Source: an optimization exercise on an open RTL-to-GDS flow (aim: small area and a short achievable clock period). Production flows keep margins and buffers that such runs may drop.
The RTL was checked by simulation tests, not by an equivalence proof against the original design.
Power figures rest on the tool's default switching activity, not on a simulated workload.

==> design.v <==
module UART_TRANSMITTER(
    input clock_i,
    input reset_n_i,
    input [7:0] data_i,
    input data_write_i,
    input [5:0] data_buffer_full_tresh_i,
    input [1:0] baudrate_select_i,
    output data_buffer_full_o,
    output uart_tx_o
    );
localparam PARITY = 4'd0;
localparam STOP   = 4'd1;
localparam IDLE   = 4'd2;
localparam START  = 4'd3;
reg [5:0] count;
reg [7:0] mem [0:31];      
reg [6:0] baud;
reg [3:0] state;
reg       parity;
reg       tx;
reg [5:0] count_n;
FULL_FLAG full_flag(
    .nc(count_n),
    .th(data_buffer_full_tresh_i),
    .full(data_buffer_full_o)
    );
wire wr = data_write_i & ~data_buffer_full_o;
wire tick;
TICK_SEL tick_sel(.baud(baud), .sel(baudrate_select_i), .tick(tick));
wire rd = tick & (state == STOP);
wire empty = (count == 6'd0);
wire [5:0] count_next;
COUNT_NEXT count_step(.count(count), .wr(wr), .rd(rd), .next(count_next));
wire [6:0] baud_up;
genvar k;
generate
for (k = 0; k < 7; k = k + 1) begin : bu
    if (k == 0) begin : b0
        assign baud_up[k] = ~baud[k];
    end else begin : bk
        assign baud_up[k] = baud[k] ^ (&baud[k-1:0]);
    end
end
endgenerate
integer i;
always @(posedge clock_i) begin
    if (wr) begin
        mem[1] <= data_i;
        for (i = 2; i < 32; i = i + 1)
            mem[i] <= mem[i-1];
        mem[0] <= mem[31];
    end
end
wire [31:0] entry_sel;
DECODE32 decode(.a(count[4:0]), .y(entry_sel));
reg [7:0] oldest;
wire [7:0] oldest_next;
genvar g, h;
generate
for (h = 0; h < 8; h = h + 1) begin : rb
    wire [31:0] column;
    for (g = 0; g < 32; g = g + 1) begin : cl
        assign column[g] = mem[g][h];
    end
    SELECT32 select(.d(column), .s(entry_sel), .y(oldest_next[h]));
end
endgenerate
always @(posedge clock_i)
    oldest <= oldest_next;
wire bit_now = oldest[state[2:0]];
always @(posedge clock_i) begin
    if (~reset_n_i) begin
        count <= 6'd0;
        count_n <= 6'h3f;
        baud <= 7'd0;
        state <= IDLE;
        tx <= 1'b1;
    end else begin
        count <= count_next;
        count_n <= ~count_next;
        baud <= baud_up;
        if (tick & (state != IDLE | ~empty))
            state <= (state == START) ? 4'd8 : state + 4'd1;
        tx <= state[3] ? bit_now : (state == PARITY) ? parity : (state != START);
    end
end
always @(posedge clock_i) begin
    if (state == START)
        parity <= 1'b0;
    else if (tick & state[3])
        parity <= parity ^ bit_now;
end
assign uart_tx_o = tx;
endmodule
module DECODE32(
    input [4:0] a,
    output [31:0] y
    );
assign y = 32'd1 << a;
endmodule
module SELECT32(
    input [31:0] d,
    input [31:0] s,
    output y
    );
wire [10:0] n;
genvar g;
generate for (g = 0; g < 10; g = g + 1) begin : a3
    AOI222 a(.a1(d[3*g]), .a2(s[3*g]), .b1(d[3*g+1]), .b2(s[3*g+1]),
             .c1(d[3*g+2]), .c2(s[3*g+2]), .y(n[g]));
end endgenerate
AOI22 a2(.a1(d[30]), .a2(s[30]), .b1(d[31]), .b2(s[31]), .y(n[10]));
assign y = ~&n;
endmodule
module AOI222(input a1, input a2, input b1, input b2, input c1, input c2, output y);
assign y = ~(a1 & a2 | b1 & b2 | c1 & c2);
endmodule
module AOI22(input a1, input a2, input b1, input b2, output y);
assign y = ~(a1 & a2 | b1 & b2);
endmodule
module FULL_FLAG(
    input [5:0] nc,
    input [5:0] th,
    output full
    );
wire [4:0] ng, np;
wire gt10, gt32, p32_n, gt30_n, gt;
NAND2 g0(.a(th[0]), .b(nc[0]), .y(ng[0]));
NAND2 g1(.a(th[1]), .b(nc[1]), .y(ng[1]));
NAND2 g2(.a(th[2]), .b(nc[2]), .y(ng[2]));
NAND2 g3(.a(th[3]), .b(nc[3]), .y(ng[3]));
NAND2 g4(.a(th[4]), .b(nc[4]), .y(ng[4]));
NOR2 p1(.a(th[1]), .b(nc[1]), .y(np[1]));
NOR2 p2(.a(th[2]), .b(nc[2]), .y(np[2]));
NOR2 p3(.a(th[3]), .b(nc[3]), .y(np[3]));
NOR2 p4(.a(th[4]), .b(nc[4]), .y(np[4]));
assign np[0] = 1'b0;
OAI21 c10(.a1(np[1]), .a2(ng[0]), .b(ng[1]), .y(gt10));
OAI21 c32(.a1(np[3]), .a2(ng[2]), .b(ng[3]), .y(gt32));
NOR2 q32(.a(np[3]), .b(np[2]), .y(p32_n));    
AOI21 c30(.a1(p32_n), .a2(gt10), .b(gt32), .y(gt30_n));
OAI21 c40(.a1(np[4]), .a2(gt30_n), .b(ng[4]), .y(gt));
OAI21 f(.a1(th[5]), .a2(gt), .b(nc[5]), .y(full));
endmodule
module NAND2(input a, input b, output y);
assign y = ~(a & b);
endmodule
module NOR2(input a, input b, output y);
assign y = ~(a | b);
endmodule
module OAI21(input a1, input a2, input b, output y);
assign y = ~((a1 | a2) & b);
endmodule
module AOI21(input a1, input a2, input b, output y);
assign y = ~((a1 & a2) | b);
endmodule
module TICK_SEL(
    input [6:0] baud,
    input [1:0] sel,
    output tick
    );
wire a4 = &baud[3:0];
wire a5 = a4 & baud[4];
wire a6 = a5 & baud[5];
wire a7 = a6 & baud[6];
assign tick = sel[1] ? (sel[0] ? a7 : a6) : (sel[0] ? a5 : a4);
endmodule
module COUNT_NEXT(
    input [5:0] count,
    input wr,
    input rd,
    output [5:0] next
    );
wire [5:0] cu, cd;
COUNT_CARRY carry(.count(count), .cu(cu), .cd(cd));
COUNT_PICK pick(.count(count), .cu(cu), .cd(cd), .wr(wr), .rd(rd), .next(next));
endmodule
module COUNT_CARRY(
    input [5:0] count,
    output [5:0] cu,
    output [5:0] cd
    );
genvar k;
generate
for (k = 0; k < 6; k = k + 1) begin : ud
    if (k == 0) begin : b0
        assign cu[k] = 1'b1;
        assign cd[k] = 1'b1;
    end else begin : bk
        assign cu[k] = &count[k-1:0];
        assign cd[k] = ~(|count[k-1:0]);
    end
end
endgenerate
endmodule
module COUNT_PICK(
    input [5:0] count,
    input [5:0] cu,
    input [5:0] cd,
    input wr,
    input rd,
    output [5:0] next
    );
wire inc = wr & ~rd;
wire dec = rd & ~wr;
assign next = count ^ ({6{inc}} & cu | {6{dec}} & cd);
endmodule
==> run.sh <==
#!/bin/bash
# synth_recipe.tcl (not shown) runs the flow's synth.tcl, then flattens the netlist and writes it again
# the make line also repeats each setting of config.mk as NAME=value (left out here)
make -C /OpenROAD-flow-scripts/flow DESIGN_CONFIG=/design/flow/config.mk WORK_HOME=/design/flow/orfs CLKGATE_MAP_FILE= SYNTH_SCRIPT=/design/flow/synth_recipe.tcl finish
==> config.mk <==
export PLATFORM = sky130hd
export DESIGN_NAME = UART_TRANSMITTER
export DESIGN_NICKNAME = UART_TRANSMITTER
export VERILOG_FILES = /design/flow/design.v
export SDC_FILE = /design/flow/constraint.sdc
export NUM_CORES = 4
export LEC_CHECK = 0
export CAP_MARGIN = 20
export CORE_MARGIN = 2
export CORE_UTILIZATION = 60
export CTS_BUF_LIST = sky130_fd_sc_hd__clkbuf_8 sky130_fd_sc_hd__clkbuf_16
export CTS_CLUSTER_DIAMETER = 60
export CTS_CLUSTER_SIZE = 24
export SETUP_SLACK_MARGIN = 2.3
export SLEW_MARGIN = 20
export SYNTH_HIERARCHICAL = 1
==> constraint.sdc <==
create_clock -name core_clock -period 4.6 [get_ports {clock_i}]
set_input_delay 0.9200 -clock core_clock [delete_from_list [all_inputs] [get_ports {clock_i}]]
set_output_delay 0.9200 -clock core_clock [all_outputs]
set_load 0.01 [all_outputs]
==> reports/qor.csv, run 1 <==
metric,value,unit
min_path_type,flop to flop,
finalSetupTns,0,ps
vias,5931,
arrival,1670,ps
worst-path-buf-inv,2,
portBuffers,20,
diodes,0,
fmax,387,MHz
cts_made_buffers,18,
synth_common_cells,"edfxtp_1, a222oi_1, nor2_1, dfxtp_1, nand4_1",
fin_skew,21.5,ps
final_cell_area,11800,um^2
setup.worst_path.start_class,input port,
status,timing/DRC/antenna clean,
dpl.hpwl,14500,um
finalMaxSlewViolations,0,
hold_buffers,0,
synth_edf_count,256,
syn_avg_cell_area,18.3,um^2
max_stage_delay,260,ps
fp.coreArea,17200,um^2
synth_top_area_share,0.734,
end_kind,primary output,
wl_per_cell,25.6,um
grt_pass1_vias,5522,
cts.path.max_buffers,3,
grt_pass1_wl,32400,um
syn2layout_area_growth,12.8,%
grt_max_degree,67,
core.rowCount,48,
gp_congestion,0.858,
power_leakage,0.00399,uW
wirelength,21900,um
cp_data_required_time,3680,ps
num-nets-final,646,
initial_core_util,0.610,
yosysTopAreaCell,edfxtp_1,
setup_viol,0,
grtUsageTotal,0.239,
die_height,136,um
final_cells,856,
path_class,input port to primary output,
fin_crit_sh,0.562,
async_flop_share,0,
utilization,0.688,
dr.pass1.iters,8,
ant_nets,0,
yosysWarnings,8,
yosysSeqAreaShare,0.797,
slew_headroom,0.335,
fin_crit,2590,ps
dp.cells,813,
rsz0062_at_grt,yes,
syn_inst,572,
synth.cell_area,10500,um^2
ys_ff_latch,289,
htreeDepth,1,
synth_area_leaders,"edfxtp_1, a222oi_1, dfxtp_1, a22oi_2, nor2_1",
peakVddDrop,0.390,mV
cts_sinks,289,
max_slew.worst_pin.slew,994,ps
root_buffer,clkbuf_16,
crit_slowest_cell,dlygate4sd2_1,
grt_overflow,0,
clk_pin_slew_worst_paths,90,ps
routed_via_density,6.93,
io_pins,21,
crit_fanout,2,
drt-initial-drc-count,996,
crit_family,buffers and inverters,
drcViolationCount,0,
synth.most_common_cell,edfxtp_1,
timing.max_cap.violations,0,
die_w,136,um
insertion_delay,510,ps
die_area,18500,um^2
postPlaceCellArea,11000,um^2
worstPathCellList,dlygate4sd2_1 > nor2_2 > o21ai_2 > o21ai_2 > buf_2,
critPathMostFrequentCell,o21ai_2,
cts_tree,yes,
powerDensity,422,nW/um^2
antenna_found_initial,0,
hold_violations,0,
ys_types,44,
drive_gt1_frac,0.147,
ys.flop_type,edfxtp_1,
-- power by group --
group	internal, uW	total, uW	switching [uW]	leakage, uW
registers	3030	3130	94.7	0.00277
logic	66.2	167	101	0.000916
clock network	840	1700	857	0.000299
-- what timing repair did --
action	in CTS	in global routing
pin swaps	13	9
setup endpoints to repair	281	111
cloned	2	0
gates resized for setup	40	9
buffers inserted	6	4
-- per-module statistics from Yosys, one instance, submodules excluded, a selection --
module	cells	area (um^2)
NAND2	1	3.75
OAI21	1	5.00
AOI22	1	12.5
DECODE32	47	214
COUNT_PICK	14	151
AOI222	1	10.0
SELECT32	4	23.8
TICK_SEL	6	30.0
AOI21	1	8.76
NOR2	1	3.75
COUNT_CARRY	13	88.8
-- state kept, by name, indices dropped and copies added, names as in the netlist --
name	count
baud	7
count	6
count_n	6
mem	256
oldest	8
parity	1
state	4
tx	1
-- layer usage --
layer,vias to the layer above,track usage,routed length (um)
li1,2536,-,-
met1,2986,0.362,9090
met2,377,0.363,10000
met5,-,0,0
met4,0,0.0613,433
met3,32,0.0447,2380
-- final timing paths --
| check | slack (ps) | depth (start not counted) | from | endpoint |
|---|---|---|---|---|
| max | 2010 | 5 | data_buffer_full_tresh_i[4] | data_buffer_full_o |
| min | 440 | 0 | mem[2][6]$_DFFE_PP_ | mem[3][6]$_DFFE_PP_ |
| max reg2reg | 2300 | 5 | count[2]$_SDFF_PN0_ | oldest[3]$_DFF_P_ |
| min reg2reg | 440 | 0 | mem[2][6]$_DFFE_PP_ | mem[3][6]$_DFFE_PP_ |
-- layout by cell type (no fill, tap or decap), types with 3 or more instances in the layout --
| master | instances |
|---|---|
| nand3_1 | 12 |
| nand2_1 | 10 |
| nor2b_1 | 3 |
| nor2_2 | 5 |
| dfxtp_2 | 3 |
| a222oi_1 | 80 |
| buf_4 | 10 |
| edfxtp_1 | 256 |
| and2_1 | 10 |
| ha_1 | 7 |
| o21ai_2 | 4 |
| or3b_1 | 3 |
| nand3b_1 | 3 |
| mux2i_1 | 3 |
| nor2_1 | 34 |
| dfxtp_1 | 28 |
| nand4_1 | 17 |
| a22oi_2 | 14 |
| or3_1 | 10 |
| nor3_1 | 3 |
| clkdlybuf4s50_1 | 11 |
| buf_16 | 3 |
| clkbuf_16 | 19 |
| inv_1 | 16 |
| nor2_4 | 3 |
| xnor2_1 | 7 |
-- cell type report --
| class | count | area (um^2) |
|---|---|---|
| Sequential cell | 289 | 8360 |
| Fill cell | 1104 | 5360 |
| Multi-Input combinational cell | 264 | 2130 |
| Clock buffer | 19 | 475 |
| Timing Repair Buffer | 34 | 395 |
| Tap cell | 225 | 282 |
| Clock inverter | 12 | 126 |
| Inverter | 13 | 48.8 |
-- stage by stage --
step,setup slack (ps),hold slack [ps],power (uW)
final,2010,442,4990
after global routing,1970,431,5150
after CTS,1970,434,5020
after detailed placement,1140,434,3330
after global placement,1190,429,3320
after floorplan,-1780,421,3250
-- logic make-up after synthesis --
kind of cell,synth area share
AO/OA/AOI/OAI,0.103
XOR/XNOR,0.00753
buffers and inverters,0.00824
adder cells (fa/ha/maj),0.00836
AND/OR/NAND/NOR,0.0663
flip-flops,0.797
other,0.000358
multiplexers,0.00896
==> run 2: changes to the inputs <==
==> flow/run.sh (new file) <==
#!/bin/bash
# The standard layout, with plain buf_2 cells as the port buffers and
# timing repair free to resize cells across footprints.
set -o pipefail
bash standard.sh "BUFFER_PORTS_ARGS=-buffer_cell sky130_fd_sc_hd__buf_2" MATCH_CELL_FOOTPRINT=0 finish > standard_flow.log 2>&1
==> standard.sh (new file) <==
#!/bin/bash
# synth_recipe.tcl (not shown) runs the flow's synth.tcl, then flattens the netlist and writes it again
# the make line also repeats each setting of config.mk as NAME=value (left out here)
make -C /OpenROAD-flow-scripts/flow DESIGN_CONFIG=/design/flow/config.mk WORK_HOME=/design/flow/orfs CLKGATE_MAP_FILE= SYNTH_SCRIPT=/design/flow/synth_recipe.tcl "${@:-finish}"
--- a/config.mk
+++ b/config.mk
@@ -10,5 +10,6 @@
 export CORE_UTILIZATION = 60
-export CTS_BUF_LIST = sky130_fd_sc_hd__clkbuf_8 sky130_fd_sc_hd__clkbuf_16
-export CTS_CLUSTER_DIAMETER = 60
-export CTS_CLUSTER_SIZE = 24
+export CTS_BUF_LIST = sky130_fd_sc_hd__clkbuf_16
+export CTS_CLUSTER_DIAMETER = 65
+export CTS_CLUSTER_SIZE = 28
+export GPL_TIMING_DRIVEN = 1
 export SETUP_SLACK_MARGIN = 2.3
removed: run.sh
==> run 2 against run 1 <==
  * Total power decreased by 5.0%
  * Clock power down 14%
  * Critical path depth up 2
  * Critical path type unchanged
  * First-iteration DRC count rose by 8.3%
  * Fmax up 0.72%
  * Critical endpoint unchanged
  * Largest power group unchanged
  * Still clean on timing, DRC and antenna
==> reports/qor.csv, run 2 <==
metric,value,unit,change
max_stage_delay,150,ps,-110 ps
diodes,0,,unchanged
setup.worst_path.start_class,input port,,
yosysTopAreaCell,edfxtp_1,,
grt_max_degree,66,,-1.5%
largest_register_ff_count,256,,unchanged
rsz0062_at_grt,yes,,
largestRegisters,"mem: 256 flops, oldest: 8 flops, baud: 7 flops",,
final_cell_area,11500,um^2,-2.6%
max_slew.worst_pin.slew,961,ps,-32.2 ps
crit_fanout,2,,unchanged
drcViolationCount,0,,unchanged
regArea,8360,um^2,about the same
grt_pass1_wl,31800,um,-1.8%
gp_congestion,0.848,,-1.1%
hold_violations,0,,unchanged
dpl.hpwl,14300,um,-0.98%
multi_input_area,2120,um^2,-0.47%
total_power,4740,uW,-5.0%
end_kind,primary output,,
vias,5718,,-3.6%
final_cells,844,,-1.4%
arrival,1650,ps,-20 ps
syn2layout_area_growth,9.87,%,
slew_headroom,0.357,,+0.0216
synth_edf_count,256,,unchanged
initial_core_util,0.610,,unchanged
portBuffers,20,,unchanged
largest_register,mem,,
clk_pin_slew_worst_paths,110,ps,+20 ps
root_buffer,clkbuf_16,,
cts_sinks,289,,unchanged
setup_viol,0,,unchanged
dr.pass1.iters,9,,+1
path_class,input port to primary output,,
crit_slowest_cell,a21oi_2,,
synth.cell_area,10500,um^2,unchanged
hold_slack,442,ps,-0.306 ps
status,timing/DRC/antenna clean,,
grt_overflow,0,,unchanged
hold_buffers,0,,unchanged
min_path_type,flop to flop,,
fin_ws,2030,ps,+18.5 ps
grtUsageTotal,0.233,,-0.00627
fin_crit_sh,0.558,,-0.00403
drt-initial-drc-count,1079,,+8.3%
critPathMostFrequentCell,o21ai_2,,
routed_via_density,6.77,,-2.2%
fp.coreArea,17200,um^2,unchanged
io_pins,21,,unchanged
ys.flop_type,edfxtp_1,,
wirelength,21300,um,-2.8%
die_w,136,um,unchanged
ys_ff_latch,289,,unchanged
synth_common_cells,"edfxtp_1, a222oi_1, nor2_1, dfxtp_1, nand4_1",,
ys_types,44,,unchanged
dp.cells,815,,+0.25%
async_flop_share,0,,unchanged
final_common_cell,edfxtp_1,,
yosysWarnings,8,,unchanged
timing.max_cap.violations,0,,unchanged
fmax,389,MHz,+0.72%
drive_gt1_frac,0.150,,+0.00286
finalMaxSlewViolations,0,,unchanged
nFillCells,1177,,+6.6%
cts.path.max_buffers,3,,unchanged
ant_nets,0,,unchanged
dp_slack,1670,ps,+537 ps
syn_avg_cell_area,18.3,um^2,unchanged
die_area,18500,um^2,unchanged
final_cell_mix,"edfxtp_1, a222oi_1, nor2_1, dfxtp_1",,
worstPathCellList,buf_8 > nor2_4 > nor2_2 > a21oi_2 > o21ai_2 > o21ai_2 > buf_2,,
die_height,136,um,unchanged
peakVddDrop,0.413,mV,+5.9%
num-nets-final,638,,-1.2%
reg2regPathDepth,5,,unchanged
cts_made_buffers,15,,-3
antenna_found_initial,0,,unchanged
core.rowCount,48,,unchanged
syn_inst,572,,unchanged
power_leakage,0.00387,uW,-3.1%
yosysSeqAreaShare,0.797,,unchanged
hold_depth,0,,unchanged
powerDensity,412,nW/um^2,-2.4%
synth.most_common_cell,edfxtp_1,,
wl_per_cell,25.3,um,-1.4%
postPlaceCellArea,10900,um^2,-0.89%
grt_pass1_vias,5344,,-3.2%
cp_data_required_time,3680,ps,about the same
htreeDepth,1,,unchanged
cts_tree,yes,,
insertion_delay,500,ps,about the same
synth_area_leaders,"edfxtp_1, a222oi_1, dfxtp_1, a22oi_2, nor2_1",,
fin_skew,25.9,ps,+4.38 ps
synth_top_area_share,0.734,,unchanged
fin_crit,2570,ps,-18.5 ps
run 2: worst paths after layout:
check	slack, ps	endpoint	startpoint
min reg2reg	440	mem[20][3]$_DFFE_PP_	mem[19][3]$_DFFE_PP_
min	440	mem[20][3]$_DFFE_PP_	mem[19][3]$_DFFE_PP_
max	2030	data_buffer_full_o	data_buffer_full_tresh_i[3]
max reg2reg	2290	oldest[2]$_DFF_P_	count[1]$_SDFF_PN0_
run 2: cells by family after synthesis:
kind of cell,Yosys count,synth area share
buf+inv,20,0.00824
fa+ha+maj,7,0.00836
xor+xnor,9,0.00753
flops,289,0.797
compound gates,110,0.103
mux,6,0.00896
simple gates,130,0.0663
other cells,1,0.000358
run 2: critical path, delay by kind of cell:
| family | cells | cell delay (ps) |
|---|---|---|
| AO/OA/AOI/OAI | 3 | 340 |
| buffers and inverters | 2 | 240 |
| AND/OR/NAND/NOR | 2 | 150 |
run 2: metal layers:
layer  global-route usage  wire length, um  vias to the layer above
li1                     -                -                     2516
met1                0.353             9300                     2883
met2                0.363            10000                      296
met3               0.0433             1780                       23
met4               0.0399              211                        0
met5                    0                0                        -
run 2: through the flow:
stage | util | TNS (ps)
6_report | 0.670 | 0
5_1_grt | 0.670 | 0
4_1_cts | 0.668 | 0
3_5_place_dp | 0.635 | 0
3_3_place_gp | 0.635 | 0
2_1_floorplan | - | -284700
run 2: area by class of cell:
cell class	instances	area share
multi-input combinational	264	0.184
clock buffer	16	0.0348
inverter	13	0.00424
sequential	289	0.726
timing repair buffer	29	0.0206
clock inverter	8	0.00565
tap	225	0.0245
run 2: what timing repair did:
action                                  4_1_cts  5_1_grt
buffers inserted                              4        0
cloned                                        1        0
pin swaps                                     9        8
gates resized for setup                      16       11
endpoints found under the setup margin      236      124
run 2: modules after synthesis (local to each module, per instance), a selection:
module / cells / area, um^2 / times used
UART_TRANSMITTER: 357 / 8830 / 1
COUNT_PICK: 14 / 151 / 1
OAI21: 1 / 5.00 / 4
NAND2: 1 / 3.75 / 5
AOI22: 1 / 12.5 / 8
AOI21: 1 / 8.76 / 1
DECODE32: 47 / 214 / 1
SELECT32: 4 / 23.8 / 8
AOI222: 1 / 10.0 / 80
NOR2: 1 / 3.75 / 5
COUNT_CARRY: 13 / 88.8 / 1
TICK_SEL: 6 / 30.0 / 1
run 2: power breakdown:
part	switching [uW]	internal, uW
clock network	810	654
logic	97.6	54.0
registers	94.5	3030
total	1000	3740
==> run 3: changes to the inputs <==
--- a/config.mk
+++ b/config.mk
@@ -13,4 +13,3 @@
 export CTS_CLUSTER_SIZE = 28
-export GPL_TIMING_DRIVEN = 1
-export SETUP_SLACK_MARGIN = 2.3
+export SETUP_SLACK_MARGIN = 2.2
 export SLEW_MARGIN = 20
==> run 3 against run 2 <==
  * Still clean on timing, DRC and antenna
  * Area after synthesis is the same
  * Register-to-register slack lost 50 ps
  * Critical path depth unchanged
  * Hold slack improved by 10 ps
  * Critical endpoint unchanged
  * Largest cell class unchanged
==> reports/qor.csv, run 3 <==
metric,value,unit,change
hold_slack,452,ps,+10.2 ps
final_cell_mix,"edfxtp_1, a222oi_1, nor2_1, dfxtp_1, clkbuf_16",,
core.rowCount,48,,unchanged
ant_nets,0,,unchanged
hold_depth,0,,unchanged
io_pins,21,,unchanged
dp_slack,1620,ps,-57.9 ps
wl_per_cell,25.3,um,-0.13%
syn2layout_area_growth,10.6,%,
end_kind,primary output,,
slew_headroom,0.346,,-0.0109
syn_inst,572,,unchanged
fin_crit_sh,0.567,,+0.00910
drive_gt1_frac,0.154,,+0.00336
grt_pass1_vias,5385,,+0.77%
fmax,383,MHz,-1.6%
peakVddDrop,0.409,mV,-0.86%
diodes,0,,unchanged
reg2reg_slack,2240,ps,-50 ps
die_w,136,um,unchanged
rsz0062_at_grt,yes,,
hold_buffers,0,,unchanged
async_flop_share,0,,unchanged
cts.path.max_buffers,3,,unchanged
finalMaxSlewViolations,0,,unchanged
reg2regPathDepth,5,,unchanged
portBuffers,20,,unchanged
grt_max_degree,87,,+32%
yosysTopAreaCell,edfxtp_1,,
gp_congestion,0.840,,-0.93%
initial_core_util,0.610,,unchanged
nFillCells,1173,,-0.34%
ys.flop_type,edfxtp_1,,
cts_made_buffers,16,,+1
crit_fanout,2,,unchanged
largest_register,mem,,
routed_via_density,6.77,,about the same
synth.most_common_cell,edfxtp_1,,
max_slew.worst_pin.slew,978,ps,+16.4 ps
min_to,mem[19][4]$_DFFE_PP_,,
syn_avg_cell_area,18.3,um^2,unchanged
synth_common_cells,"edfxtp_1, a222oi_1, nor2_1, dfxtp_1, nand4_1",,
final_cells,850,,+0.71%
dr.pass1.iters,10,,+1
insertion_delay,500,ps,about the same
root_buffer,clkbuf_16,,
grt_overflow,0,,unchanged
setup.worst_path.start_class,input port,,
min_path_type,flop to flop,,
r2r_start,count[3]$_SDFF_PN0_,,
dpl.hpwl,14600,um,+2.1%
worst_hold_startpoint,mem[18][4]$_DFFE_PP_,,
final_common_cell,edfxtp_1,,
dp.cells,814,,-0.12%
ys_ff_latch,289,,unchanged
largestRegisters,"mem: 256 flops, oldest: 8 flops, baud: 7 flops",,
grtUsageTotal,0.234,,+0.00113
power_leakage,0.00391,uW,+1.2%
grt_pass1_wl,31900,um,+0.13%
drcViolationCount,0,,unchanged
synth_area_leaders,"edfxtp_1, a222oi_1, dfxtp_1, a22oi_2, nor2_1",,
die_height,136,um,unchanged
wirelength,21500,um,+0.58%
synth_edf_count,256,,unchanged
cts_tree,yes,,
fin_crit,2610,ps,+41.8 ps
largest_register_ff_count,256,,unchanged
synth_top_area_share,0.734,,unchanged
postPlaceCellArea,10900,um^2,about the same
vias,5753,,+0.61%
drt-initial-drc-count,975,,-9.6%
yosysWarnings,8,,unchanged
status,timing/DRC/antenna clean,,
synth.cell_area,10500,um^2,unchanged
fin_ws,1990,ps,-41.8 ps
cts_sinks,289,,unchanged
r2r_end,oldest[6]$_DFF_P_,,
antenna_found_initial,0,,unchanged
timing.max_cap.violations,0,,unchanged
num-nets-final,641,,+0.47%
fin_skew,16.0,ps,-9.85 ps
powerDensity,420,nW/um^2,+2.0%
fp.coreArea,17200,um^2,unchanged
clk_pin_slew_worst_paths,100,ps,about the same
final_cell_area,11600,um^2,+0.69%
arrival,1690,ps,+40 ps
path_class,input port to primary output,,
hold_violations,0,,unchanged
yosysSeqAreaShare,0.797,,unchanged
htreeDepth,1,,unchanged
ys_types,44,,unchanged
setup_viol,0,,unchanged
cp_data_required_time,3680,ps,about the same
die_area,18500,um^2,unchanged
==> run 3: cell counts after synthesis <==
No cell type changed its count.
==> run 3: worst max path at each step <==
stage,startpoint,to,depth (start not counted)
6_report,data_buffer_full_tresh_i[1],data_buffer_full_o,7
5_1_grt,data_buffer_full_tresh_i[1],data_buffer_full_o,7
4_1_cts,data_buffer_full_tresh_i[3],data_buffer_full_o,7
3_5_place_dp,data_buffer_full_tresh_i[1],mem[18][5]$_DFFE_PP_,8
3_3_place_gp,data_buffer_full_tresh_i[1],mem[15][4]$_DFFE_PP_,8
2_1_floorplan,data_buffer_full_tresh_i[1],count_n[2]$_SDFF_PN1_,11
==> run 3: area by class of cell <==
class	instances	area, um^2	area share
flip-flops and latches	289	8350	0.721
multi-input cells	264	2100	0.181
clock buffers	17	425	0.0367
well taps	225	282	0.0243
repair buffers	31	262	0.0226
clock inverters	11	113	0.00972
inverters	13	48.8	0.00421
==> run 3: through the flow <==
step | utilization | setup TNS, ps | power (uW)
3_5_place_dp | 0.635 | 0 | 3330
2_1_floorplan | - | -284700 | 3250
3_3_place_gp | 0.635 | 0 | 3310
5_1_grt | 0.674 | 0 | 5020
4_1_cts | 0.671 | 0 | 4910
6_report | 0.674 | 0 | 4870
==> run 3: repair_timing <==
item,4_1_cts,5_1_grt
endpoints found under the hold margin,0,0
pin swaps,1,12
setup buffers,5,2
gates resized for setup,6,13
endpoints found under the setup margin,128,11
gates cloned,1,0
==> run 3: cells by family (layout without fill, tap and decap cells) <==
kind of cell,count (synthesis),in the layout,share of synthesized area
compound gates,110,110,0.103
mux,6,6,0.00896
flops,289,289,0.797
xor+xnor,9,9,0.00753
fa+ha+maj,7,7,0.00836
buf+inv,20,72,0.00824
other cells,1,2,0.000358
simple gates,130,130,0.0663
==> run 3: Yosys stat by module (local to each module, per instance), excerpt <==
module / area [um^2] / flip-flops and latches / cells / copies in the design
COUNT_PICK: 151 / 0 / 14 / 1
NOR2: 3.75 / 0 / 1 / 5
AOI22: 12.5 / 0 / 1 / 8
UART_TRANSMITTER: 8830 / 289 / 357 / 1
SELECT32: 23.8 / 0 / 4 / 8
DECODE32: 214 / 0 / 47 / 1
NAND2: 3.75 / 0 / 1 / 5
AOI222: 10.0 / 0 / 1 / 80
==> run 3: report_power, final <==
group          switching (uW)  total [uW]  internal, uW
combinational            99.5         155          55.3
sequential               93.8        3130          3030
clock                     828        1590           761
total                    1020        4870          3850
==> run 3: critical path, stage by stage <==
cell     delay, ps
buf_8          100
nor2_4          90
o21ai_2         60
a21oi_2        150
o21ai_2         90
o21ai_2        130
buf_2          150
==> run 3: layer usage <==
layer	global-route usage	vias up	wire length, um
met5	0	-	0
li1	-	2535	-
met3	0.0313	23	1810
met4	0.0457	0	280
met1	0.353	2927	9030
met2	0.374	268	10300
==> run 4: changes to the inputs <==
--- a/config.mk
+++ b/config.mk
@@ -13,3 +13,3 @@
 export CTS_CLUSTER_SIZE = 28
-export SETUP_SLACK_MARGIN = 2.2
+export SETUP_SLACK_MARGIN = 2.4
 export SLEW_MARGIN = 20
==> run 4 against run 3 <==
  * Critical path depth stayed put
  * Count of clock-buffer cells in the layout unchanged
  * Total power is 3.2% higher
  * Non-clock buffer count is 9 higher
  * Setup slack improved by 26 ps
  * Design area grew 2.2%
  * Critical path type unchanged
  * Cell count rose by 0.94%
  * Area after synthesis unchanged
  * Still clean on timing, DRC and antenna
  * Fmax increased by 1.0%
==> reports/qor.csv, run 4 <==
metric,value,unit,change
status,timing/DRC/antenna clean,,
max_stage_delay,150,ps,about the same
portBuffers,20,,unchanged
die_w,136,um,unchanged
syn_avg_cell_area,18.3,um^2,unchanged
path_class,input port to primary output,,
fin_skew,14.2,ps,-1.89 ps
die_area,18500,um^2,unchanged
worst_hold_startpoint,mem[5][4]$_DFFE_PP_,,
rsz0062_at_grt,yes,,
grtUsageTotal,0.240,,+0.00675
arrival,1660,ps,-30 ps
diodes,0,,unchanged
grt_max_degree,87,,unchanged
grt_pass1_vias,5525,,+2.6%
max_slew.worst_pin.slew,971,ps,-6.50 ps
largest_register_ff_count,256,,unchanged
finalMaxSlewViolations,0,,unchanged
synth_edf_count,256,,unchanged
core.rowCount,48,,unchanged
p_sw,1050,uW,+2.9%
setup_viol,0,,unchanged
power_leakage,0.00401,uW,+2.4%
slew_headroom,0.350,,+0.00435
fin_crit,2580,ps,-26.1 ps
r2r_start,count_n[2]$_SDFF_PN1_,,
ant_nets,0,,unchanged
initial_core_util,0.610,,unchanged
drcViolationCount,0,,unchanged
num-nets-final,650,,+1.4%
peakVddDrop,0.380,mV,-7.1%
p_sw_frac,0.209,,-0.000550
antenna_found_initial,0,,unchanged
total_power,5020,uW,+3.2%
vias,5813,,+1.0%
root_buffer,clkbuf_16,,
insertion_delay,500,ps,about the same
p_seq_frac,0.622,,-0.020
end_kind,primary output,,
crit_fanout,2,,unchanged
fmax,387,MHz,+1.0%
dpl.hpwl,14600,um,about the same
gp_congestion,0.897,,+6.8%
wirelength,22200,um,+3.5%
final_common_cell,edfxtp_1,,
min_path_type,flop to flop,,
cts_tree,yes,,
largest_register,mem,,
dp_slack,1850,ps,+233 ps
setup.worst_path.start_class,input port,,
timing.max_cap.violations,0,,unchanged
routed_via_density,6.78,,+0.10%
wl_per_cell,25.9,um,+2.5%
synth.most_common_cell,edfxtp_1,,
largestRegisters,"mem: 256 flops, oldest: 8 flops, baud: 7 flops",,
fin_crit_sh,0.562,,-0.00567
drive_gt1_frac,0.193,,+0.0391
syn_inst,572,,unchanged
synth_common_cells,"edfxtp_1, a222oi_1, nor2_1, dfxtp_1, nand4_1",,
dp.cells,814,,unchanged
yosysTopAreaCell,edfxtp_1,,
fin_ws,2020,ps,+26.1 ps
htreeDepth,1,,unchanged
cts_made_buffers,16,,unchanged
synth_area_leaders,"edfxtp_1, a222oi_1, dfxtp_1, a22oi_2, nor2_1",,
syn2layout_area_growth,13.1,%,
async_flop_share,0,,unchanged
yosysSeqAreaShare,0.797,,unchanged
p_clk_frac,0.343,,+0.017
clk_pin_slew_worst_paths,100,ps,about the same
dr.pass1.iters,10,,unchanged
final_cell_mix,"edfxtp_1, a222oi_1, dfxtp_1, nor2_1, clkbuf_16",,
crit_start,data_buffer_full_tresh_i[1],,
cp_data_required_time,3680,ps,about the same
comb_power_share,0.035,,+0.003
io_pins,21,,unchanged
grt_overflow,0,,unchanged
fp.coreArea,17200,um^2,unchanged
powerDensity,424,nW/um^2,+0.90%
ys.flop_type,edfxtp_1,,
grt_pass1_wl,32700,um,+2.4%
p_int,3970,uW,+3.2%
crit_slowest_cell,buf_2,,
synth_top_area_share,0.734,,unchanged
hold_violations,0,,unchanged
final_cells,858,,+0.94%
ys_types,44,,unchanged
cts_sinks,289,,unchanged
synth.cell_area,10500,um^2,unchanged
yosysWarnings,8,,unchanged
die_height,136,um,unchanged
drt-initial-drc-count,958,,-1.7%
ys_ff_latch,289,,unchanged
worstPathCellList,buf_6 > nor2_4 > o21ai_2 > a21oi_2 > o21ai_1 > o21ai_2 > buf_2,,
utilization,0.690,,+0.0151
hold_slack,448,ps,-4.23 ps
critPathMostFrequentCell,o21ai_2,,
cts.path.max_buffers,3,,unchanged
## run 4: changes by cell type in the layout (fill, tap and decap cells not counted), moves of 2 or more
cell	previous run	this run
nor2_1	38	27
nor2_2	2	11
buf_4	6	12
dfxtp_4	0	5
dfxtp_2	4	0
clkinv_4	3	0
bufinv_16	1	3
clkbuf_16	18	20
clkinv_8	0	2
inv_1	14	12
inv_6	3	1
nor2_4	2	4
## run 4: logic make-up (layout without fill, tap and decap cells)
logic type,after synthesis,count (layout),share of synthesized area
AO/OA/AOI/OAI,110,110,0.103
buffers and inverters,20,80,0.00824
AND/OR/NAND/NOR,130,130,0.0663
multiplexers,6,6,0.00896
adder cells (fa/ha/maj),7,7,0.00836
other,1,2,0.000358
XOR/XNOR,9,9,0.00753
flip-flops,289,289,0.797
## run 4: what timing repair did
action	CTS	global route
cloned	3	1
hold buffers	0	0
setup buffers	1	12
gates resized for setup	19	30
pin swaps	3	18
setup endpoints to repair	136	276
## run 4: path summary, 6_finish.rpt
check,to,slack (ps),cells past startpoint
worst max-delay path,data_buffer_full_o,2020,7
worst min-delay path,mem[6][4]$_DFFE_PP_,450,0
worst max register to register,count_n[4]$_SDFF_PN1_,2420,12
worst min register to register,mem[6][4]$_DFFE_PP_,450,0
## run 4: final cells by class
cell class,count,area [um^2]
Fill cell,1142,5330
Timing Repair Buffer,40,388
Clock buffer,17,425
Sequential cell,289,8370
Multi-Input combinational cell,264,2160
Tap cell,225,282
Clock inverter,10,170
Inverter,13,48.8
## run 4: critical path, delay by kind of cell
kind | cells | cell delay (ps)
compound gates | 4 | 400
buf+inv | 2 | 250
simple gates | 1 | 90
## run 4: per-layer routing
metal / vias up / GRT usage / routed length (um)
li1: 2550 / - / -
met1: 2923 / 0.352 / 9200
met2: 319 / 0.391 / 10800
met3: 21 / 0.0433 / 1960
met4: 0 / 0.0399 / 297
met5: - / 0 / 0
## run 4: stage by stage
| stage | area, um^2 | setup TNS, ps |
|---|---|---|
| after floorplan | 10500 | -284700 |
| after global placement | 10900 | 0 |
| after detailed placement | 10900 | 0 |
| after CTS | 11600 | 0 |
| after global routing | 11800 | 0 |
| final | 11800 | 0 |
## run 4: modules after synthesis, one instance, submodules excluded, excerpt
| module | cells inside | flip-flops and latches | area, um^2 | times used |
|---|---|---|---|---|
| AOI222 | 1 | 0 | 10.0 | 80 |
| NAND2 | 1 | 0 | 3.75 | 5 |
| COUNT_CARRY | 13 | 0 | 88.8 | 1 |
| SELECT32 | 4 | 0 | 23.8 | 8 |
| UART_TRANSMITTER | 357 | 289 | 8830 | 1 |
| NOR2 | 1 | 0 | 3.75 | 5 |
| COUNT_PICK | 14 | 0 | 151 | 1 |
| TICK_SEL | 6 | 0 | 30.0 | 1 |
| AOI21 | 1 | 0 | 8.76 | 1 |
| AOI22 | 1 | 0 | 12.5 | 8 |
| OAI21 | 1 | 0 | 5.00 | 4 |
## run 4: power by group through the flow
stage,Combinational (uW),Clock (uW),Sequential [uW]
CTS,155,1760,3120
global placement,141,0,3170
detailed placement,146,0,3180
finish,177,1720,3120
global route,189,1850,3140
floorplan,95.6,0,3150
==> run 5: changes to the inputs <==
--- a/config.mk
+++ b/config.mk
@@ -13,3 +13,3 @@
 export CTS_CLUSTER_SIZE = 28
-export SETUP_SLACK_MARGIN = 2.4
+export SETUP_SLACK_MARGIN = 2.35
 export SLEW_MARGIN = 20
==> run 5 against run 4 <==
  * Die area is the same
  * Fmax increased by 0.61%
  * Synthesized cell count did not move
  * Sequential power is essentially flat
  * Critical path type unchanged
  * Critical path depth is the same
  * Critical endpoint unchanged
  * Flip-flop and latch count unchanged
  * First-iteration DRC count increased by 7.8%
  * Clock power fell by 15%
==> reports/qor.csv, run 5 <==
metric,value,unit,change
status,timing/DRC/antenna clean,,
worstPathCellList,buf_8 > nor2_4 > nor2_2 > a21oi_2 > o21ai_2 > o21ai_2 > buf_2,,
fmax,389,MHz,+0.61%
htreeDepth,1,,unchanged
cts_sinks,289,,unchanged
cts_made_buffers,15,,-1
cts.path.max_buffers,3,,unchanged
synth_compound_area_frac,0.103,,unchanged
path_class,input port to primary output,,
worst_hold_startpoint,mem[19][3]$_DFFE_PP_,,
syn2layout_area_growth,10.1,%,
fin_crit_sh,0.558,,-0.00343
powerDensity,411,nW/um^2,-3.2%
syn_inst,572,,unchanged
insertion_delay,500,ps,about the same
diodes,0,,unchanged
cp_data_required_time,3680,ps,about the same
fin_crit,2570,ps,-15.8 ps
fin_skew,22.7,ps,+8.52 ps
grt_most_used_layer,met2,,
r2r_end,oldest[2]$_DFF_P_,,
power_leakage,0.00387,uW,-3.3%
ys.flop_type,edfxtp_1,,
max_stage_delay,150,ps,about the same
r2r_start,count[0]$_SDFF_PN0_,,
grt_overflow,0,,unchanged
clk_pin_slew_worst_paths,100,ps,about the same
synth_xor_area_frac,0.00753,,unchanged
cts_tree,yes,,
io_pins,21,,unchanged
drcViolationCount,0,,unchanged
dr.pass1.iters,10,,unchanged
grt_max_degree,66,,-24%
final_common_cell,edfxtp_1,,
gp_congestion,0.848,,-5.5%
slew_headroom,0.352,,+0.00225
regArea,8360,um^2,about the same
yosysTopAreaCell,edfxtp_1,,
dp_slack,1670,ps,-175 ps
synth_edf_count,256,,unchanged
hold_depth,0,,unchanged
utilization,0.671,,-0.0181
hold_violations,0,,unchanged
largest_register_ff_count,256,,unchanged
reg2regPathDepth,5,,-7
yosysSeqAreaShare,0.797,,unchanged
nFillCells,1175,,+2.9%
synth.cell_area,10500,um^2,unchanged
routed_via_density,6.78,,+0.11%
finalMaxSlewViolations,0,,unchanged
setup_viol,0,,unchanged
syn_avg_cell_area,18.3,um^2,unchanged
crit_slowest_cell,a21oi_2,,
wirelength,21300,um,-4.1%
critPathMostFrequentCell,o21ai_2,,
fin_ws,2030,ps,+15.8 ps
die_area,18500,um^2,unchanged
reg2reg_slack,2360,ps,-60 ps
vias,5731,,-1.4%
yosysWarnings,8,,unchanged
async_flop_share,0,,unchanged
synth.most_common_cell,edfxtp_1,,
ys_types,44,,unchanged
multi_input_area,2130,um^2,-1.7%
portBuffers,20,,unchanged
die_w,136,um,unchanged
fp.coreArea,17200,um^2,unchanged
crit_fanout,2,,unchanged
synthAdderAreaFrac,0.00836,,unchanged
root_buffer,clkbuf_16,,
timing.max_cap.violations,0,,unchanged
drt-initial-drc-count,1033,,+7.8%
synth_top_area_share,0.734,,unchanged
synth_top_family_by_area,compound AO/OA/AOI/OAI gates,,
largest_register,mem,,
ys_ff_latch,289,,unchanged
min_path_type,flop to flop,,
ant_nets,0,,unchanged
synth.area.mux_share,0.00896,,unchanged
end_kind,primary output,,
synth-simple-area-share,0.0663,,unchanged
wl_per_cell,25.2,um,-2.6%
hold_slack,444,ps,-4.04 ps
core.rowCount,48,,unchanged
final_cell_mix,"edfxtp_1, a222oi_1, nor2_1, dfxtp_1",,
dpl.hpwl,14300,um,-2.1%
max_slew.worst_pin.slew,968,ps,-3.36 ps
rsz0062_at_grt,yes,,
largestRegisters,"mem: 256 flops, oldest: 8 flops, baud: 7 flops",,
min_to,mem[20][3]$_DFFE_PP_,,
hold_buffers,0,,unchanged
peakVddDrop,0.414,mV,+8.9%
die_height,136,um,unchanged
synth_common_cells,"edfxtp_1, a222oi_1, nor2_1, dfxtp_1, nand4_1",,
synth_area_leaders,"edfxtp_1, a222oi_1, dfxtp_1, a22oi_2, nor2_1",,
grt_use_met3,0.0433,,unchanged
setup.worst_path.start_class,input port,,
arrival,1650,ps,about the same
grt_pass1_vias,5344,,-3.3%
num-nets-final,639,,-1.7%
use_met1,0.353,,+0.00136
drive_gt1_frac,0.156,,-0.0363
grtUsageTotal,0.233,,-0.00788
met2_usage,0.363,,-0.0285
grt_pass1_wl,31800,um,-2.5%
initial_core_util,0.610,,unchanged
antenna_found_initial,0,,unchanged
## run 5: modules after synthesis, one instance, submodules excluded, a selection
| module | cell area [um^2] | cells |
|---|---|---|
| SELECT32 | 23.8 | 4 |
| COUNT_CARRY | 88.8 | 13 |
| AOI222 | 10.0 | 1 |
| AOI21 | 8.76 | 1 |
| TICK_SEL | 30.0 | 6 |
| NOR2 | 3.75 | 1 |
| COUNT_PICK | 151 | 14 |
| AOI22 | 12.5 | 1 |
| OAI21 | 5.00 | 1 |
| DECODE32 | 214 | 47 |
| UART_TRANSMITTER | 8830 | 357 |
## run 5: how the worst max path moves through the flow
stage,startpoint,endpoint,cells after the start
2_1_floorplan,data_buffer_full_tresh_i[1],count_n[2]$_SDFF_PN1_,11
3_3_place_gp,data_buffer_full_tresh_i[2],mem[1][2]$_DFFE_PP_,8
3_5_place_dp,data_buffer_full_tresh_i[1],mem[1][2]$_DFFE_PP_,8
4_1_cts,data_buffer_full_tresh_i[3],data_buffer_full_o,7
5_1_grt,data_buffer_full_tresh_i[3],data_buffer_full_o,7
6_report,data_buffer_full_tresh_i[3],data_buffer_full_o,7
## run 5: layout make-up
| type | instances | area share |
|---|---|---|
| Clock buffer | 16 | 0.0347 |
| Clock inverter | 8 | 0.00564 |
| Inverter | 13 | 0.00423 |
| Multi-Input combinational cell | 264 | 0.184 |
| Sequential cell | 289 | 0.725 |
| Tap cell | 225 | 0.0244 |
| Timing Repair Buffer | 30 | 0.0218 |
## run 5: power breakdown
part | internal [uW] | switching (uW)
sequential | 3030 | 93.8
combinational | 55.4 | 98.6
clock | 654 | 802
## run 5: logic make-up after synthesis
family | count (synthesis)
AOI/OAI and AO/OA | 110
muxes | 6
buffers and inverters | 20
xor gates and xnor gates | 9
DFF | 289
adders and majority gates | 7
and+or+nand+nor | 130
other | 1
## run 5: layer usage
metal	wire length [um]	share of wire
met1	9070	0.43
met2	10100	0.47
met4	218	0.010
met5	0	0
met3	1900	0.089
## run 5: worst max-delay path, delay by kind of cell
| family | cells | cell delay, ps |
|---|---|---|
| buffers and inverters | 2 | 240 |
| AND/OR/NAND/NOR | 2 | 150 |
| AO/OA/AOI/OAI | 3 | 340 |
## run 5: what timing repair did
item                       4_1_cts  5_1_grt
gates cloned                     1        0
buffers inserted                 4        1
setup endpoints to repair      243      240
pin swaps                        9       12
gates resized for setup         20       15
## run 5: through the flow
| step | power, uW | std cells | setup TNS (ps) | instance area [um^2] |
|---|---|---|---|---|
| 4_1_cts | 4770 | 844 | 0 | 11500 |
| 3_5_place_dp | 3320 | 815 | 0 | 10900 |
| 6_report | 4740 | 845 | 0 | 11500 |
| 2_1_floorplan | 3250 | 573 | -284700 | 10500 |
| 5_1_grt | 4910 | 845 | 0 | 11500 |
| 3_3_place_gp | 3310 | 815 | 0 | 10900 |
==> run 6: changes to the inputs <==
--- a/config.mk
+++ b/config.mk
@@ -13,3 +13,3 @@
 export CTS_CLUSTER_SIZE = 28
-export SETUP_SLACK_MARGIN = 2.35
+export SETUP_SLACK_MARGIN = 2.3
 export SLEW_MARGIN = 20
==> run 6 against run 5 <==
  * Synthesized cell count is the same
  * Largest power group unchanged
  * Largest cell class unchanged
  * Critical path depth is the same
  * Die area is the same
  * Still clean on timing, DRC and antenna
==> reports/qor.csv, run 6 <==
metric,value,unit,change
num-nets-final,638,,-0.16%
hold_buffers,0,,unchanged
dpl.hpwl,14300,um,unchanged
synth.most_common_cell,edfxtp_1,,
diodes,0,,unchanged
dr.pass1.iters,9,,-1
slew_headroom,0.357,,+0.00435
postPlaceCellArea,10900,um^2,unchanged
synth_xor_area_frac,0.00753,,unchanged
reg2regPathDepth,5,,unchanged
total_power,4740,uW,+0.15%
core.rowCount,48,,unchanged
dp.cells,815,,unchanged
syn_avg_cell_area,18.3,um^2,unchanged
reg2reg_slack,2290,ps,-70 ps
end_kind,primary output,,
hold_depth,0,,unchanged
ys.flop_type,edfxtp_1,,
synth_compound_area_frac,0.103,,unchanged
crit_start,data_buffer_full_tresh_i[3],,
dr_wl_met2,10000,um,-0.59%
grt_pass1_wl,31800,um,unchanged
fin_crit,2570,ps,unchanged
powerDensity,412,nW/um^2,+0.39%
synth_area_leaders,"edfxtp_1, a222oi_1, dfxtp_1, a22oi_2, nor2_1",,
final_cell_area,11500,um^2,-0.24%
critPathCapture,data_buffer_full_o,,
yosysSeqAreaShare,0.797,,unchanged
die_area,18500,um^2,unchanged
met1Wirelength,9300,um,+2.6%
cts_made_buffers,15,,unchanged
synthAdderAreaFrac,0.00836,,unchanged
synth_edf_count,256,,unchanged
cts.path.max_buffers,3,,unchanged
vias,5718,,-0.23%
synth_common_cells,"edfxtp_1, a222oi_1, nor2_1, dfxtp_1, nand4_1",,
syn_inst,572,,unchanged
yosysWarnings,8,,unchanged
synth-simple-area-share,0.0663,,unchanged
grtUsageTotal,0.233,,unchanged
grt_overflow,0,,unchanged
die_height,136,um,unchanged
rsz0062_at_grt,yes,,
synth_top_area_share,0.734,,unchanged
peakVddDrop,0.413,mV,-0.21%
grt_pass1_vias,5344,,unchanged
root_buffer,clkbuf_16,,
largest_register_ff_count,256,,unchanged
portBuffers,20,,unchanged
routed_via_density,6.77,,-0.11%
ys_ff_latch,289,,unchanged
path_class,input port to primary output,,
insertion_delay,500,ps,about the same
grt_max_degree,66,,unchanged
cts_sinks,289,,unchanged
final_cell_mix,"edfxtp_1, a222oi_1, nor2_1, dfxtp_1",,
hold_violations,0,,unchanged
initial_core_util,0.610,,unchanged
yosysTopAreaCell,edfxtp_1,,
drcViolationCount,0,,unchanged
finalMaxSlewViolations,0,,unchanged
arrival,1650,ps,about the same
gp_congestion,0.848,,unchanged
largest_register,mem,,
setup_viol,0,,unchanged
fmax,389,MHz,unchanged
final_cells,844,,-0.12%
fp.coreArea,17200,um^2,unchanged
final_common_cell,edfxtp_1,,
largestRegisters,"mem: 256 flops, oldest: 8 flops, baud: 7 flops",,
synth_top_family_by_area,compound AO/OA/AOI/OAI gates,,
htreeDepth,1,,unchanged
r2r_end,oldest[2]$_DFF_P_,,
wirelength,21300,um,+0.21%
hold_slack,442,ps,-1.91 ps
fin_skew,25.9,ps,+3.22 ps
drt-initial-drc-count,1079,,+4.5%
r2r_start,count[1]$_SDFF_PN0_,,
synth.cell_area,10500,um^2,unchanged
highest_layer,met4,,
wl_per_cell,25.3,um,+0.33%
io_pins,21,,unchanged
fin_crit_sh,0.558,,unchanged
power_leakage,0.00387,uW,-0.18%
drive_gt1_frac,0.150,,-0.00621
setup.worst_path.start_class,input port,,
ant_nets,0,,unchanged
synth.area.mux_share,0.00896,,unchanged
max_slew.worst_pin.slew,961,ps,-6.50 ps
timing.max_cap.violations,0,,unchanged
min_path_type,flop to flop,,
die_w,136,um,unchanged
wl_met3,1780,um,-6.5%
cts_tree,yes,,
ys_types,44,,unchanged
status,timing/DRC/antenna clean,,
clk_pin_slew_worst_paths,110,ps,about the same
async_flop_share,0,,unchanged
cp_data_required_time,3680,ps,about the same
worst_hold_startpoint,mem[19][3]$_DFFE_PP_,,
crit_fanout,2,,unchanged
dp_slack,1670,ps,unchanged
syn2layout_area_growth,9.87,%,
fin_ws,2030,ps,unchanged
antenna_found_initial,0,,unchanged
## run 6: cell counts after synthesis
Identical to the previous run, type by type.
## run 6: how the worst min path moves through the flow
stage / slack, ps / endpoint
5_1_grt: 450 / mem[29][2]$_DFFE_PP_
2_1_floorplan: 420 / baud[0]$_SDFF_PN0_
3_5_place_dp: 430 / mem[22][0]$_DFFE_PP_
3_3_place_gp: 430 / mem[8][5]$_DFFE_PP_
6_report: 440 / mem[20][3]$_DFFE_PP_
4_1_cts: 450 / mem[20][3]$_DFFE_PP_
## run 6: logic make-up (layout without fill, tap and decap cells)
| logic type | after synthesis | in the layout |
|---|---|---|
| compound gates | 110 | 110 |
| buf+inv | 20 | 66 |
| other cells | 1 | 2 |
| fa+ha+maj | 7 | 7 |
| mux | 6 | 6 |
| xor+xnor | 9 | 9 |
| flops | 289 | 289 |
| simple gates | 130 | 130 |
## run 6: through the flow
step                       util  setup TNS, ps
final                     0.670              0
after global routing      0.670              0
after CTS                 0.668              0
after detailed placement  0.635              0
after global placement    0.635              0
after floorplan               -        -284700
## run 6: per-module statistics from Yosys, one instance, submodules excluded, excerpt
module	copies in the design	cells	flops+latches	area, um^2
NAND2	5	1	0	3.75
OAI21	4	1	0	5.00
AOI222	80	1	0	10.0
COUNT_CARRY	1	13	0	88.8
UART_TRANSMITTER	1	357	289	8830
AOI21	1	1	0	8.76
COUNT_PICK	1	14	0	151
AOI22	8	1	0	12.5
NOR2	5	1	0	3.75
DECODE32	1	47	0	214
TICK_SEL	1	6	0	30.0
SELECT32	8	4	0	23.8
## run 6: timing repair
| item | CTS | global route |
|---|---|---|
| pin swaps | 9 | 8 |
| setup buffers | 4 | 0 |
| endpoints found under the setup margin | 236 | 124 |
| cloned | 1 | 0 |
| gates resized for setup | 16 | 11 |
## run 6: final cells by class
type,count,area [um^2]
fillers,1177,5670
clock buffers,16,400
well taps,225,282
multi-input cells,264,2120
flip-flops and latches,289,8360
clock inverters,8,65.1
inverters,13,48.8
repair buffers,29,236
## run 6: power by group
group          switching, uW  total [uW]  internal [uW]
Combinational           97.6         152           54.0
Clock                    810        1460            654
Sequential              94.5        3130           3030
Total                   1000        4740           3740
## run 6: metal layers
| layer | track usage | up-vias |
|---|---|---|
| met4 | 0.0399 | 0 |
| met2 | 0.363 | 296 |
| li1 | - | 2516 |
| met3 | 0.0433 | 23 |
| met1 | 0.353 | 2883 |
| met5 | 0 | - |
## run 6: worst max-delay path, cell delays in order
cell     delay [ps]
buf_8           100
nor2_4          100
nor2_2           50
a21oi_2         150
o21ai_2          70
o21ai_2         120
buf_2           140
==> run 7: changes to the inputs <==
--- a/config.mk
+++ b/config.mk
@@ -9,3 +9,3 @@
 export CORE_MARGIN = 2
-export CORE_UTILIZATION = 60
+export CORE_UTILIZATION = 75
 export CTS_BUF_LIST = sky130_fd_sc_hd__clkbuf_16
==> run 7 against run 6 <==
  * First-iteration DRC count increased by 7.6%
  * Total power down 0.95%
  * Flip-flop and latch count unchanged
  * Area after synthesis unchanged
  * Sequential power hardly changed
  * Core utilization up 16 points
  * Critical path type unchanged
  * Design area decreased by 0.59%
==> reports/qor.csv, run 7 <==
metric,value,unit,change
synth_top_area_share,0.734,,unchanged
reg2reg_slack,2300,ps,about the same
synth_common_cells,"edfxtp_1, a222oi_1, nor2_1, dfxtp_1, nand4_1",,
ys_types,44,,unchanged
r2r_end,oldest[2]$_DFF_P_,,
insertion_delay,490,ps,about the same
final_common_cell,edfxtp_1,,
largestRegisters,"mem: 256 flops, oldest: 8 flops, baud: 7 flops",,
final_cell_mix,"edfxtp_1, a222oi_1, nor2_1, dfxtp_1, buf_2",,
worst_hold_startpoint,mem[27][4]$_DFFE_PP_,,
syn2layout_area_growth,9.22,%,
clk_pin_slew_worst_paths,100,ps,about the same
yosysSeqAreaShare,0.797,,unchanged
drt-initial-drc-count,1161,,+7.6%
final_cells,801,,-5.1%
cts_tree,yes,,
hold_slack,456,ps,+14.2 ps
synth_edf_count,256,,unchanged
gp_congestion,0.960,,+13%
setup.worst_path.start_class,input port,,
fp.coreArea,13800,um^2,-20%
status,timing/DRC/antenna clean,,
hold_buffers,0,,unchanged
rsz0062_at_grt,yes,,
hold_violations,0,,unchanged
die_height,122,um,-10%
slew_headroom,0.372,,+0.0148
r2r_start,count[0]$_SDFF_PN0_,,
die_area,14900,um^2,-19%
antenna_found_initial,0,,unchanged
grt_max_degree,90,,+36%
dpl.hpwl,14200,um,-0.61%
dp_slack,1750,ps,+76.4 ps
largest_register,mem,,
ant_nets,0,,unchanged
synth.most_common_cell,edfxtp_1,,
drive_gt1_frac,0.155,,+0.00435
grt_overflow,0,,unchanged
yosysWarnings,8,,unchanged
synth_area_leaders,"edfxtp_1, a222oi_1, dfxtp_1, a22oi_2, nor2_1",,
finalSetupTns,0,ps,unchanged
cts.path.max_buffers,3,,unchanged
async_flop_share,0,,unchanged
grtUsageTotal,0.297,,+0.0640
arrival,1710,ps,+60 ps
io_pins,21,,unchanged
min_path_type,flop to flop,,
reg2regPathDepth,5,,unchanged
routed_via_density,7.51,,+11%
fmax,380,MHz,-2.4%
die_w,122,um,-10%
dr.pass1.iters,10,,+1
powerDensity,411,nW/um^2,-0.37%
grt_pass1_vias,5497,,+2.9%
htreeDepth,1,,unchanged
grt_pass1_wl,32100,um,+0.89%
timing.max_cap.violations,0,,unchanged
yosysTopAreaCell,edfxtp_1,,
min_to,mem[28][4]$_DFFE_PP_,,
peakVddDrop,0.512,mV,+24%
fin_crit_sh,0.572,,+0.0140
syn_inst,572,,unchanged
initial_core_util,0.760,,+0.151
crit_fanout,2,,unchanged
fin_skew,17.0,ps,-8.89 ps
fin_crit,2630,ps,+64.3 ps
cts_sinks,289,,unchanged
wirelength,21900,um,+2.5%
root_buffer,clkbuf_16,,
dp.cells,768,,-5.8%
fin_ws,1970,ps,-64.3 ps
num-nets-final,641,,+0.47%
ys.flop_type,edfxtp_1,,
wl_per_cell,27.3,um,+8.0%
largest_register_ff_count,256,,unchanged
end_kind,primary output,,
portBuffers,20,,unchanged
ys_ff_latch,289,,unchanged
core.rowCount,43,,-10%
vias,6012,,+5.1%
syn_avg_cell_area,18.3,um^2,unchanged
drcViolationCount,0,,unchanged
finalMaxSlewViolations,0,,unchanged
setup_viol,0,,unchanged
path_class,input port to primary output,,
synth.cell_area,10500,um^2,unchanged
hold_depth,0,,unchanged
diodes,0,,unchanged
cp_data_required_time,3680,ps,about the same
power_leakage,0.00387,uW,about the same
max_slew.worst_pin.slew,939,ps,-22.2 ps
cts_made_buffers,15,,unchanged
[run 7: cell count changes in the layout (fill, tap and decap cells not counted), moves of 2 or more]
cell	before	now
buf_4	5	8
clkinv_1	2	0
clkinv_2	0	3
clkinv_4	2	0
dfxtp_2	4	2
dfxtp_4	1	3
inv_8	0	2
[run 7: what timing repair did]
item / CTS / global route
setup endpoints to repair: 176 / 210
gates resized for setup: 8 / 9
buffers inserted: 1 / 7
pin swaps: 8 / 5
gates cloned: 2 / 0
[run 7: cell families (layout without fill, tap and decap cells)]
| logic type | count (synthesis) | count (layout) | share of synthesized area |
|---|---|---|---|
| and+or+nand+nor | 130 | 130 | 0.0663 |
| other | 1 | 2 | 0.000358 |
| DFF | 289 | 289 | 0.797 |
| muxes | 6 | 6 | 0.00896 |
| buffers and inverters | 20 | 68 | 0.00824 |
| xor gates and xnor gates | 9 | 9 | 0.00753 |
| adders and majority gates | 7 | 7 | 0.00836 |
| AOI/OAI and AO/OA | 110 | 110 | 0.103 |
[run 7: worst max-delay path by stage]
stage | slack, ps | cells after the start | start | endpoint
6_report | 1970 | 7 | data_buffer_full_tresh_i[0] | data_buffer_full_o
5_1_grt | 1930 | 7 | data_buffer_full_tresh_i[1] | data_buffer_full_o
4_1_cts | 2000 | 7 | data_buffer_full_tresh_i[3] | data_buffer_full_o
3_5_place_dp | 1750 | 8 | data_buffer_full_tresh_i[1] | mem[17][7]$_DFFE_PP_
3_3_place_gp | 1800 | 8 | data_buffer_full_tresh_i[2] | mem[15][7]$_DFFE_PP_
2_1_floorplan | -1780 | 11 | data_buffer_full_tresh_i[1] | count_n[2]$_SDFF_PN1_
[run 7: routing by layer]
layer | part of all wire | up-vias | GRT usage
met5 | 0 | - | 0
met4 | 0.017 | 0 | 0.0582
met3 | 0.11 | 35 | 0.0482
met2 | 0.49 | 456 | 0.491
met1 | 0.37 | 3000 | 0.433
li1 | - | 2521 | -
[run 7: through the flow]
stage	power [uW]	instance area, um^2	utilization
after CTS	4690	11400	0.825
after detailed placement	3320	10900	0.788
after floorplan	3250	10500	-
after global routing	4820	11400	0.830
after global placement	3310	10900	0.788
final	4700	11400	0.830
[run 7: worst max-delay path, cell delays in order]
cell and delay, ps:
buf_2 90, nand2_2 60, o21ai_2 170, a21oi_2 70
o21ai_1 190, o21ai_2 80, buf_2 140
[run 7: final cells by class]
cell class,instances,area (um^2)
Clock buffer,15,375
Clock inverter,8,65.1
Fill cell,663,2330
Inverter,13,48.8
Multi-Input combinational cell,264,2110
Sequential cell,289,8360
Tap cell,180,225
Timing Repair Buffer,32,256
[run 7: where the power goes]
group	leakage (uW)	total [uW]	switching (uW)	internal, uW
Combinational	0.000870	156	101	56.0
Sequential	0.00278	3130	99.0	3030
Clock	0.000221	1410	789	621
[run 7: modules after synthesis, one instance, submodules excluded, excerpt]
| module | cells | copies in the design |
|---|---|---|
| AOI222 | 1 | 80 |
| NAND2 | 1 | 5 |
| COUNT_PICK | 14 | 1 |
| AOI22 | 1 | 8 |
| AOI21 | 1 | 1 |
| UART_TRANSMITTER | 357 | 1 |

static timing again, ports no longer ideal:
The results above use ideal ports. As a check the final layouts listed here were re-extracted and re-timed, cells and wires unchanged. Step 1 sets driving cells, clkbuf_16 on the clock port and buf_2 on the other inputs (assumed; they add their load-dependent delay and slew). Step 2, shift: input delay + t, output delay - t, t = (earliest + latest rising clock arrival at the registers) / 2. This alone moves slack from input paths to output paths. a / b / c = no drivers / after step 1 / after step 2; a / b = the first two.
run | t (ns) | setup slack, ns | pins driven straight from the clock port
run 1 | 0.540 | 2.013 / 1.990 / 1.844 | 1
run 2 | 0.531 | 2.032 / 1.994 / 1.873 | 1
run 3 | 0.534 | 1.990 / 1.945 / 1.716 | 1
run 4 | 0.539 | 2.016 / 1.984 / 1.797 | 1
run 5 | 0.529 | 2.032 / 1.994 / 1.908 | 1
run 6 | 0.531 | 2.032 / 1.994 / 1.873 | 1
run 7 | 0.526 | 1.967 / 1.936 / 1.770 | 1
After both steps setup and hold are still met in every run listed. For run 3, which loses most, drivers alone change the setup slack by -0.045 ns; drivers and shift together by -0.274 ns.
